Background: an optimization exercise with open tools, aiming at small area. Do not read the settings as production practice. Only simulation tests tie the RTL to the original design; equivalence was not proved. Power is estimated from default activity; no workload was simulated.

==> try-amber: inputs <==
==> flow/design.v <==
module	outCPLD	(
	input	pclk_50M,
	input	rst,
	input	[1:8]	outP,
	input	[1:28]	out,
	output	logic	[1:8]	eoutP,
	output	logic	[1:28]	eout);
localparam	int	T	=	500000;
localparam	logic	[18:0]	S0	=	19'h4db31;
logic	[18:0]	cnt;
logic	[1:8]	last_outP;
logic	[1:28]	last_out;
logic	check;
logic	rst_d;
wire	z18	=	~|cnt[17:0];
wire	at_t	=	cnt[18]	&	z18;		 
wire	fb	=	(cnt[18]	^	cnt[5])	&	~at_t;
wire	upd	=	~check	&	~rst;		 
wire	hld	=	check	&	~rst;
wire	fire	=	hld	&	at_t;		 
function automatic integer pidx(input integer a, input integer b);
	pidx	=	(a < b) ? (b-1)*(b-2)/2 + a : (a-1)*(a-2)/2 + b;
endfunction
logic	[1:8]	g	[1:8];
logic	[1:8]	k;
logic	[1:28]	nxt;
always_comb	begin
	for	(int i = 1; i <= 8; i++)	begin
		logic	run;
		run	=	upd	&	~outP[i];
		for	(int j = 1; j <= 8; j++)	begin
			g[i][j]	=	run;
			if	(j != i)	run	=	run	&	~(outP[j]	&	out[pidx(i,j)]);
		end
		k[i]	=	run;
	end
	for	(int b = 2; b <= 8; b++)
		for	(int a = 1; a <= 7; a++)
			if	(a < b)
				nxt[pidx(a,b)]	=	(out[pidx(a,b)]	&	((g[a][b]	&	outP[b])	|	(g[b][a]	&	outP[a])))
							|	(eout[pidx(a,b)]	&	(hld	|	(k[a]	&	outP[b])	|	(k[b]	&	outP[a])));
end
always_ff	@(posedge	pclk_50M)	begin
	last_outP	<=	outP;
	last_out	<=	out;
	rst_d	<=	rst;
	check	<=	~rst	&	(rst_d	?	(outP	==	8'b0)	&	(out	==	28'b0)
						:	(outP	==	last_outP)	&	(out	==	last_out));
	cnt	<=	check	?	{cnt[17:0],	fb}	:	S0;
	eout	<=	nxt;
	for	(int i = 1; i <= 8; i++)
		eoutP[i]	<=	(outP[i]	&	(fire	|	(eoutP[i]	&	~rst)))	|	(eoutP[i]	&	hld);
end
endmodule
==> flow/flow/run.sh <==
#!/bin/bash
# Own flow: the standard layout (standard.sh) with
#  - the standard synthesis, but an area-oriented abc script (flow/synth.tcl),
#  - every port still buffered, with the smallest buffer (buf_1),
#  - CTS from small clock buffers and without dummy loads.
set -euo pipefail
W=$(pwd)
sed "s#SYNTH_SCRIPT=[^ ]*#SYNTH_SCRIPT=$W/flow/synth.tcl#" standard.sh > own_standard.sh
bash own_standard.sh finish \
  "BUFFER_PORTS_ARGS=-buffer_cell sky130_fd_sc_hd__buf_1" \
  "CTS_ARGS=-sink_clustering_enable -repair_clock_nets -buf_list sky130_fd_sc_hd__clkbuf_16 -sink_clustering_size 50 -dont_use_dummy_load" \
  > flow.log 2>&1
==> flow/flow/area.abc <==
strash
&get -n
&deepsyn -T 20
&dch -f
&nf -R 1000
&put
topo
==> flow/flow/synth.tcl <==
# The standard synthesis (synth_recipe.tcl), with only the abc script for
# the combinational logic changed to an area-oriented one (area.abc).
set ::area_abc [file join [file dirname [file normalize [info script]]] area.abc]
proc synth {args} { yosys synth -nofsm -noshare {*}$args }
proc abc {args} {
  set i [lsearch -exact $args -script]
  if { $i >= 0 } { lset args [expr { $i + 1 }] $::area_abc }
  yosys abc {*}$args
}
source $::env(SCRIPTS_DIR)/synth.tcl
# left out here: clear keep_hierarchy, flatten, clean up, hide names made inside functions, write 1_2_yosys.v
==> flow/standard.sh <==
#!/bin/bash
# synth_recipe.tcl (not shown) runs the flow's synth.tcl, then flattens the netlist and writes it again
# the make line also repeats each setting of config.mk as NAME=value (left out here)
make -C /OpenROAD-flow-scripts/flow DESIGN_CONFIG=/design/flow/config.mk WORK_HOME=/design/flow/orfs CLKGATE_MAP_FILE= SYNTH_SCRIPT=/design/flow/synth_recipe.tcl "${@:-finish}"
==> flow/config.mk <==
export PLATFORM = sky130hd
export DESIGN_NAME = outCPLD
export DESIGN_NICKNAME = outCPLD
export VERILOG_FILES = /design/flow/design.v
export SDC_FILE = /design/flow/constraint.sdc
export NUM_CORES = 4
export LEC_CHECK = 0
export CAP_MARGIN = 0
export CORE_MARGIN = 2
export CORE_UTILIZATION = 40
export GPL_TIMING_DRIVEN = 0
export PLACE_DENSITY = 0.6
export SLEW_MARGIN = 0
==> flow/constraint.sdc <==
create_clock -name core_clock -period 20.0 [get_ports {pclk_50M}]
set_input_delay 4.0000 -clock core_clock [delete_from_list [all_inputs] [get_ports {pclk_50M}]]
set_output_delay 4.0000 -clock core_clock [all_outputs]
set_load 0.01 [all_outputs]
==> inputs of try-ember, as changes to try-amber <==
--- a/flow/flow/run.sh
+++ b/flow/flow/run.sh
@@ -8,5 +8,5 @@
 sed "s#SYNTH_SCRIPT=[^ ]*#SYNTH_SCRIPT=$W/flow/synth.tcl#" standard.sh > own_standard.sh
 bash own_standard.sh finish \
   "BUFFER_PORTS_ARGS=-buffer_cell sky130_fd_sc_hd__buf_1" \
-  "CTS_ARGS=-sink_clustering_enable -repair_clock_nets -buf_list sky130_fd_sc_hd__clkbuf_16 -sink_clustering_size 50 -dont_use_dummy_load" \
+  "CTS_ARGS=-sink_clustering_enable -repair_clock_nets -buf_list sky130_fd_sc_hd__clkbuf_8 -sink_clustering_size 24 -dont_use_dummy_load" \
   > flow.log 2>&1
==> comparison <==
Between try-amber and try-ember, the lower global-route usage is in try-ember (gap 0.10 points). Between try-amber and try-ember, the lower worst setup slack is in try-ember (gap 0.0077 ns). Cell count is the same in try-amber and try-ember. In non-clock buffer count, try-amber and try-ember do not differ. In try-amber the wire length is larger than in try-ember, by about 0.5%. Register-to-register slack: try-ember is lower than try-amber (0.06 ns). Between try-ember and try-amber, the lower core utilization is in try-ember (gap 1.1 points). Of try-amber and try-ember, try-amber has the higher first-iteration DRC count (gap about 17%, measured against try-ember). Of try-ember and try-amber, try-amber has the higher via count (gap 0.36%, measured against try-amber). In synthesized cell count, try-amber and try-ember do not differ. In clock-buffer cell count, try-ember and try-amber do not differ.
==> figures <==
metric	try-amber	try-ember
Status	finished clean	finished clean
Clock group total power	0.144 mW	0.101 mW
Combinational Power	0.0380 mW	0.0379 mW
Clock network latency to the later pin of the worst-skew pair	0.34 ns	0.37 ns
Portion of the layout cell area used by non-clock buffers	6.38%	6.53%
Met3 Resource Use GR	4.10%	3.21%
Fin crit period	7.31 ns	7.32 ns
Root buffer cell	sky130_fd_sc_hd__clkbuf_16	sky130_fd_sc_hd__clkbuf_8
Worst hold slack across all endpoints	0.445 ns	0.454 ns
Met2 WL post-DR	5410 microns	5340 microns
Fraction of power spent switching nets	25.2%	27.1%
Timing-limited maximum frequency	0.137 GHz	0.137 GHz
Worst vdd ir	0.0000363 V	0.0000312 V
Gr usage total	24.6%	24.5%
Maximum single-stage delay on the critical path	0.97 ns	0.99 ns
Fin util	48.8%	47.7%
Net Switching	0.0948 mW	0.0903 mW
Multi-input logic portion of the cell area	40.4%	41.3%
Part of the power in combinational logic	10.1%	11.4%
Number of vias per cell after detailed routing	5.89	5.87
Final clock period utilization by the worst path	36.5%	36.6%
Final Instance Area	0.00453 sq mm	0.00443 sq mm
Global Route met1 Usage	35.0%	35.4%

[port drivers added, routing unchanged]
No port has a modelled driver above. Below, the same layouts with a new extraction and two added sets of constraints. Step 1: set_driving_cell puts a clkbuf_16 on pclk_50M and a buf_2 on each other input, an assumption about the parent block. Step 2 moves the port delays by t, midway between the first and last clock arrival at a register: inputs arrive t later, outputs are due t later. That takes back most of the time a late clock gives input paths. a / b / c = ideal / step 1 / step 2; a / b = the first two.
run	shift t [ns]	slack for setup (ns)	pins driven straight from the clock port
try-amber	0.368	12.692 / 12.709 / 12.340	1
try-ember	0.390	12.684 / 12.695 / 12.305	1
After both steps every run listed still meets setup and hold. For try-ember, which loses most, drivers alone change the setup slack by +0.011 ns; drivers and shift together by -0.379 ns.
